What follows belongs to an exercise in optimizing a design on an open flow for small area; a production flow would make more cautious choices. At most, simulation tests tie the RTL to the original design; equivalence was not proved. No driver is modelled on the clock port, so clocking that relies on it looks cheaper here than on a real chip. Power and IR drop assume default switching activity.

## ethernet_top
module ethernet_top
  (
    input        CLK,
    input        RST_N,
    output       M_CLK,
    input        M_DATA,
    output       M_LRSEL,
    output       ETH_MDC,
    output       ETH_RSTN,
    output       ETH_TXEN,
    output [1:0] ETH_TXD
   );
clock: 10.0 ns
lec_check: 0
cap_margin: 20
core_margin: 2
core_utilization: 75
cts_buf_list: sky130_fd_sc_hd__clkbuf_8
cts_cluster_diameter: 60
cts_cluster_size: 18
slew_margin: 20
synth_memory_max_bits: 8192
standard.sh (not shown) runs the stock make flow with config.mk's settings and CLKGATE_MAP_FILE= SYNTH_SCRIPT=/design/flow/synth_recipe.tcl, a recipe that flattens the netlist after the stock synthesis.
==> flow/flow/run.sh <==
#!/bin/bash
# Standard ORFS layout (the standard.sh, standard synthesis unchanged) with these changes:
#  - port buffers are buf_1 cells;
#  - before clock tree synthesis, cells are downsized where slack allows (flow/pre_cts.tcl);
#  - clock tree synthesis without dummy loads, with clkbuf_8 sink clusters.
# The full make output goes to standard.log here; ORFS keeps each step's log under orfs/logs.
set -euo pipefail
export CTS_ARGS="-sink_clustering_enable -repair_clock_nets -dont_use_dummy_load -sink_clustering_size 22 -sink_clustering_max_diameter 50 -buf_list sky130_fd_sc_hd__clkbuf_8 -sink_clustering_buffer sky130_fd_sc_hd__clkbuf_8 -tree_buf sky130_fd_sc_hd__clkbuf_4 -root_buf sky130_fd_sc_hd__clkbuf_4"
export BUFFER_PORTS_ARGS="-buffer_cell sky130_fd_sc_hd__buf_1"
export PRE_CTS_TCL="$PWD/flow/pre_cts.tcl"
bash standard.sh > standard.log 2>&1
==> flow/flow/pre_cts.tcl <==
# Before clock tree synthesis: with several ns of setup slack everywhere,
# downsize cells that the mapper sized for speed (power recovery).
estimate_parasitics -placement
repair_timing -recover_power 100 -verbose
Edit:
==> flow/flow/run.sh (replaced) <==
#!/bin/bash
# Standard ORFS layout (the standard.sh, standard synthesis unchanged) with these changes:
#  - port buffers are buf_1 cells;
#  - before clock tree synthesis, cells are downsized where slack allows (flow/pre_cts.tcl);
#  - clock tree synthesis without dummy loads: clusters of up to 20 flip-flops within 50 um,
#    each driven by a clkbuf_8, with clkbuf_4 cells above them.
# The full make output goes to standard.log here; ORFS keeps each step's log under orfs/logs.
set -euo pipefail
export CTS_ARGS="-sink_clustering_enable -repair_clock_nets -dont_use_dummy_load -sink_clustering_size 20 -sink_clustering_max_diameter 50 -buf_list sky130_fd_sc_hd__clkbuf_8 -sink_clustering_buffer sky130_fd_sc_hd__clkbuf_8 -tree_buf sky130_fd_sc_hd__clkbuf_4 -root_buf sky130_fd_sc_hd__clkbuf_4"
export BUFFER_PORTS_ARGS="-buffer_cell sky130_fd_sc_hd__buf_1"
export PRE_CTS_TCL="$PWD/flow/pre_cts.tcl"
bash standard.sh > standard.log 2>&1
After rerunning: The new run produced a clean layout. Global-route usage went down by 0.45 points. Cell area stays flat. Wire length went down by 2.4%. Sequential share of layout area shrinks by 0.11 points.

========
the baseline:
Another version of the RTL of ethernet_top (not shown whole).
For scale: about 1300 cells after synthesis, ~900 flip-flops, about 10 I/O pins, about 21000 sq um of cells after synthesis.
==> flow/design.v (excerpt) <==
module ethernet_top
  (
    input        CLK,
    input        RST_N,
    output       M_CLK,
    input        M_DATA,
    output       M_LRSEL,
    output       ETH_MDC,
    output       ETH_RSTN,
    output       ETH_TXEN,
    output [1:0] ETH_TXD
   );
   assign M_LRSEL = 1'b0;
   assign ETH_MDC = 1'b0;
   reg [2:0] rst_q;
   always @(posedge CLK) rst_q <= {rst_q[1:0], ~RST_N};
   wire rst  = |rst_q;
   wire crst = |rst_q[2:1];       
   reg [3:0] p;
   reg [2:0] q;
   reg [3:0] g;
   reg [3:0] n;
   always @(posedge CLK) begin
      if (crst) begin
         p <= 4'd5; q <= 3'd4; g <= 4'd15; n <= 4'd15;
      end
      else begin
         p <= p + 4'd1;
         if (p == 4'd15) begin
            if (q == 3'd4) begin
               q <= 3'd0;
               g <= g + 4'd1;
               if (g == 4'd15) n <= n + 4'd1;
            end
            else q <= q + 3'd1;
         end
      end
   end
   reg eth_rst;
   wire u_is_8 = (n == 4'd0) && (g == 4'd0) && (q == 3'd0) && (p == 4'd8);
   always @(posedge CLK) eth_rst <= rst | (eth_rst & ~u_is_8);
   assign ETH_RSTN = ~eth_rst;
   reg armed;
   always @(posedge CLK)
     if (eth_rst) armed <= 1'b0;
     else if (n == 4'd15) armed <= 1'b1;
   wire [6:0] v = {q, p};
   reg mclk_d;
   always @(*) begin
      case (q)
        3'd0: mclk_d = (p <= 4'd8);
        3'd1: mclk_d = (p >= 4'd3) && (p <= 4'd12);
        3'd2: mclk_d = (p >= 4'd7);
        3'd3: mclk_d = (p <= 4'd0) || (p >= 4'd11);
        default: mclk_d = (p <= 4'd4) || (p == 4'd15);
      endcase
   end
   reg eth_rst_d;
   always @(posedge CLK) eth_rst_d <= eth_rst;
   assign M_CLK = mclk_d & ~eth_rst_d;
   reg xs, xp;
   wire cap = (q != 3'd0) && (p == {q[1:0] - 2'd1, 2'b00});
   always @(posedge CLK) if (cap) xs <= M_DATA;
   always @(posedge CLK)
     if (eth_rst) xp <= 1'b0;
     else if (p == 4'd0) xp <= xs;
   wire upd  = (q != 3'd1);
   wire lsb  = (p == 4'd0);
   reg [31:0] ir0, ir1, ir2, ir3, ir4;
   reg [4:0]  ic;
   wire [1:0] io0 = ir0[31:30];
   wire [1:0] io1 = ir1[31:30];
   wire [1:0] io2 = ir2[31:30];
   wire [1:0] io3 = ir3[31:30];
   wire [1:0] io4 = ir4[31:30];
   wire [1:0] xa  = !upd ? 2'b00 : lsb ? {xs, 1'b1} : {xp, xp};
  ...
clock: 10.0 ns
lec_check: 0
cap_margin: 20
core_margin: 2
core_utilization: 70
cts_buf_list: sky130_fd_sc_hd__clkbuf_8
cts_cluster_diameter: 80
cts_cluster_size: 20
slew_margin: 20
synth_memory_max_bits: 8192
run.sh (not shown) runs the stock make flow with config.mk's settings and CLKGATE_MAP_FILE= SYNTH_SCRIPT=/design/flow/synth_recipe.tcl, a recipe that flattens the netlist after the stock synthesis.
Stock flow here: none of the scripts above is used.
Here is what was changed in the inputs of the candidate compared with the baseline.
Settings: CTS_BUF_LIST now sky130_fd_sc_hd__clkbuf_16, was sky130_fd_sc_hd__clkbuf_8; CTS_CLUSTER_SIZE now 30, was 20; CTS_CLUSTER_DIAMETER now 100, was 80.
Results
Every stage of the flow completed for the candidate, and the final layout passed the timing, design-rule and antenna checks.
The baseline: all stages complete, timing, DRC and antenna checks passed
Compared with the baseline, the candidate shows a higher growth of design area from synthesis to finish.
For register clock-pin slew on the reported worst setup and hold paths, the baseline and the candidate come out practically identical.
Between the baseline and the candidate, the clock distribution power is lower for the baseline.
Shortest clock period the worst path allows after layout: the candidate higher than the baseline
The baseline → the candidate: sequential share of power shrank by 2.6 points, H-tree depth neither gained nor lost much, relative contribution of the clock network to total power grew by 2.6 points.
On relative max-transition margin: the candidate sits below the baseline.
Power density normalized to cell area was lower in the run labelled the baseline.
Against the baseline, the candidate comes in 80 ps lower on worst path required time.
No functional check of the RTL was part of any run of this note.

========
run 1:
Another version of the RTL of ethernet_top (not shown whole).
Size in the first run: roughly 860 flip-flops, about 10 I/O pins, ~19000 µm² of cells after synthesis.
## ethernet_top
module ethernet_top
  (
    input        CLK,
    input        RST_N,
    output       M_CLK,
    input        M_DATA,
    output       M_LRSEL,
    output       ETH_MDC,
    output       ETH_RSTN,
    output       ETH_TXEN,
    output [1:0] ETH_TXD
   );
==> flow/config.mk <==
export PLATFORM = sky130hd
export DESIGN_NAME = ethernet_top
export DESIGN_NICKNAME = ethernet_top
export VERILOG_FILES = /design/flow/design.v
export SDC_FILE = /design/flow/constraint.sdc
export NUM_CORES = 4
export LEC_CHECK = 0
export CAP_MARGIN = 20
export CORE_MARGIN = 2
export CORE_UTILIZATION = 75
export CTS_BUF_LIST = sky130_fd_sc_hd__clkbuf_8
export CTS_CLUSTER_DIAMETER = 60
export CTS_CLUSTER_SIZE = 18
export SLEW_MARGIN = 20
export SYNTH_MEMORY_MAX_BITS = 8192
==> flow/constraint.sdc <==
create_clock -name core_clock -period 10.0 [get_ports {CLK}]
set_input_delay 2.0000 -clock core_clock [delete_from_list [all_inputs] [get_ports {CLK}]]
set_output_delay 2.0000 -clock core_clock [all_outputs]
set_load 0.01 [all_outputs]
standard.sh (not shown) runs the stock make flow with config.mk's settings and CLKGATE_MAP_FILE= SYNTH_SCRIPT=/design/flow/synth_recipe.tcl, a recipe that flattens the netlist after the stock synthesis.
==> flow/flow/run.sh <==
#!/bin/bash
# Standard ORFS layout (the standard.sh, standard synthesis unchanged) with these changes:
#  - port buffers are buf_1 cells;
#  - before clock tree synthesis, logic cells go back to drive strength 1 and are downsized
#    where slack allows (flow/pre_cts.tcl);
#  - clock tree synthesis without dummy loads: clusters of up to 20 flip-flops within 50 um,
#    each driven by a clkbuf_8, with clkbuf_4 cells above them.
# The full make output goes to standard.log here; ORFS keeps each step's log under orfs/logs.
set -euo pipefail
export CTS_ARGS="-sink_clustering_enable -repair_clock_nets -dont_use_dummy_load -sink_clustering_size 21 -sink_clustering_max_diameter 55 -buf_list sky130_fd_sc_hd__clkbuf_8 -sink_clustering_buffer sky130_fd_sc_hd__clkbuf_8 -tree_buf sky130_fd_sc_hd__clkbuf_4 -root_buf sky130_fd_sc_hd__clkbuf_4"
export BUFFER_PORTS_ARGS="-buffer_cell sky130_fd_sc_hd__buf_1"
export PRE_CTS_TCL="$PWD/flow/pre_cts.tcl"
bash standard.sh > standard.log 2>&1
==> flow/flow/pre_cts.tcl <==
# Before clock tree synthesis, with several ns of setup slack everywhere:
# logic cells that the mapper sized above drive strength 1 go back to their
# _1 variant (flip-flops, buffers and inverters are left alone), design rules
# are repaired, and cells are downsized further where slack allows.
set n_swapped 0
foreach inst [get_cells *] {
  set m [get_property $inst ref_name]
  if {[regexp {^sky130_fd_sc_hd__(\w+)_(2|4|6|8|12|16)$} $m -> fn sz]} {
    if {[regexp {^(clkbuf|buf|bufinv|inv|clkinv|clkinvlp|dfxtp|dfrtp|dfstp|edfxtp|dlygate|clkdlybuf|dly|conb|sdf|dfx|dfr|dfs|dfb|edf|dl)} $fn]} { continue }
    set target "sky130_fd_sc_hd__${fn}_1"
    if {[llength [get_lib_cells -quiet */$target]] == 0} { continue }
    replace_cell $inst $target
    incr n_swapped
  }
}
puts "pre_cts: $n_swapped cells set to drive strength 1"
estimate_parasitics -placement
repair_design
repair_timing -recover_power 100 -verbose
> inputs changed (run 1 -> run 2)
Settings: changing CORE_UTILIZATION from 75 to 77.
-- flow/flow/run.sh --
<<< run 1, line 10
export CTS_ARGS="-sink_clustering_enable -repair_clock_nets -dont_use_dummy_load -sink_clustering_size 21 -sink_clustering_max_diameter 55 -buf_list sky130_fd_sc_hd__clkbuf_8 -sink_clustering_buffer sky130_fd_sc_hd__clkbuf_8 -tree_buf sky130_fd_sc_hd__clkbuf_4 -root_buf sky130_fd_sc_hd__clkbuf_4"
>>> run 2, line 10
export CTS_ARGS="-sink_clustering_enable -repair_clock_nets -dont_use_dummy_load -sink_clustering_size 20 -sink_clustering_max_diameter 50 -buf_list sky130_fd_sc_hd__clkbuf_8 -sink_clustering_buffer sky130_fd_sc_hd__clkbuf_8 -tree_buf sky130_fd_sc_hd__clkbuf_4 -root_buf sky130_fd_sc_hd__clkbuf_4"
What ended run 2 was a tool error in detailed placement (3_5_place_dp); the run never finished. Going from run 1 to run 2, half-perimeter wire length after detailed placement higher, synthesized cell count closely matched the old numbers. Against run 1, die boundary width in run 2 fell slightly. Starting density of the core (lower): run 1. Mean cell area of the mapped netlist essentially unchanged between run 1 and run 2. Between run 1 and run 2, die extent in y is lower for run 2, run 1 comes in above that.
For run 3, these inputs were changed with respect to run 2:
Settings: CORE_UTILIZATION: 77 -> 75.
[summary]
Run 3 | stages: all done | timing, DRC, antenna: all pass. Looking only at count of standard-cell rows, and setting everything else aside, the higher value of run 2 and run 3 goes to run 3. Going from run 2 to run 3, die width grew slightly. Xor/xnor share of the synthesized area across run 2 and run 3: no real change. Reported for run 2 and run 3, synthesized area turned out identical to the last digit.
> inputs changed (run 3 -> run 4)
-- flow/flow/run.sh --
<<< run 3, line 10
export CTS_ARGS="-sink_clustering_enable -repair_clock_nets -dont_use_dummy_load -sink_clustering_size 20 -sink_clustering_max_diameter 50 -buf_list sky130_fd_sc_hd__clkbuf_8 -sink_clustering_buffer sky130_fd_sc_hd__clkbuf_8 -tree_buf sky130_fd_sc_hd__clkbuf_4 -root_buf sky130_fd_sc_hd__clkbuf_4"
>>> run 4, line 10
export CTS_ARGS="-sink_clustering_enable -repair_clock_nets -dont_use_dummy_load -sink_clustering_size 21 -sink_clustering_max_diameter 50 -buf_list sky130_fd_sc_hd__clkbuf_8 -sink_clustering_buffer sky130_fd_sc_hd__clkbuf_8 -tree_buf sky130_fd_sc_hd__clkbuf_4 -root_buf sky130_fd_sc_hd__clkbuf_4"
Findings:
There was hardly any difference in core utilization between run 4 and run 3.
Any difference in final weighted congestion in routability-driven placement between run 4 and run 3 is small enough to ignore.
Run 3 -> run 4: non-filler instance count after layout flat
Going from run 3 to run 4, via density per instance ~0 delta; via count ~0 delta.
The area growth from synthesis to layout on run 3 is in line with that on run 4.

-- separate check: timing with driven ports --
In the flow no input, the clock included, has a driving cell. The finished layouts below were timed again as built, in two steps.
Step 1 sets driving cells, clkbuf_16 on the clock port and buf_2 on the other inputs (assumed; they add their load-dependent delay and slew).
Step 2, shift: input delay + t, output delay - t, t = (earliest + latest rising clock arrival at the registers) / 2. This alone moves slack from input paths to output paths.
a / b / c = ideal ports / drivers / drivers and shift; a / b = the first two.
| run | t (ns) | setup WS [ns] | clock arrival spread, ns | slew at the worst register clock pin (ns) | worst slew at a driven data input, ns |
|---|---|---|---|---|---|
| the first run of note 1 | 0.758 | 4.789 / 4.748 / 5.505 | 0.070 / 0.071 | 0.13 / 0.13 | 0.04 |
| the second run of note 1 | 0.752 | 4.776 / 4.731 / 5.483 | 0.085 / 0.085 | 0.11 / 0.11 | 0.04 |
| the baseline | 0.647 | 4.503 / 4.503 / 4.503 | 0.021 / 0.020 | 0.12 / 0.12 | 0.03 |
| the candidate | 0.581 | 4.463 / 4.463 / 4.463 | 0.017 / 0.017 | 0.11 / 0.11 | 0.03 |
| run 1 | 0.754 | 4.723 / 4.681 / 5.434 | 0.083 / 0.083 | 0.12 / 0.12 | 0.04 |
| run 3 | 0.752 | 4.706 / 4.661 / 5.413 | 0.086 / 0.087 | 0.11 / 0.11 | 0.04 |
| run 4 | 0.735 | 4.756 / 4.716 / 5.451 | 0.092 / 0.092 | 0.11 / 0.11 | 0.04 |
After both steps every run listed still meets setup and hold.
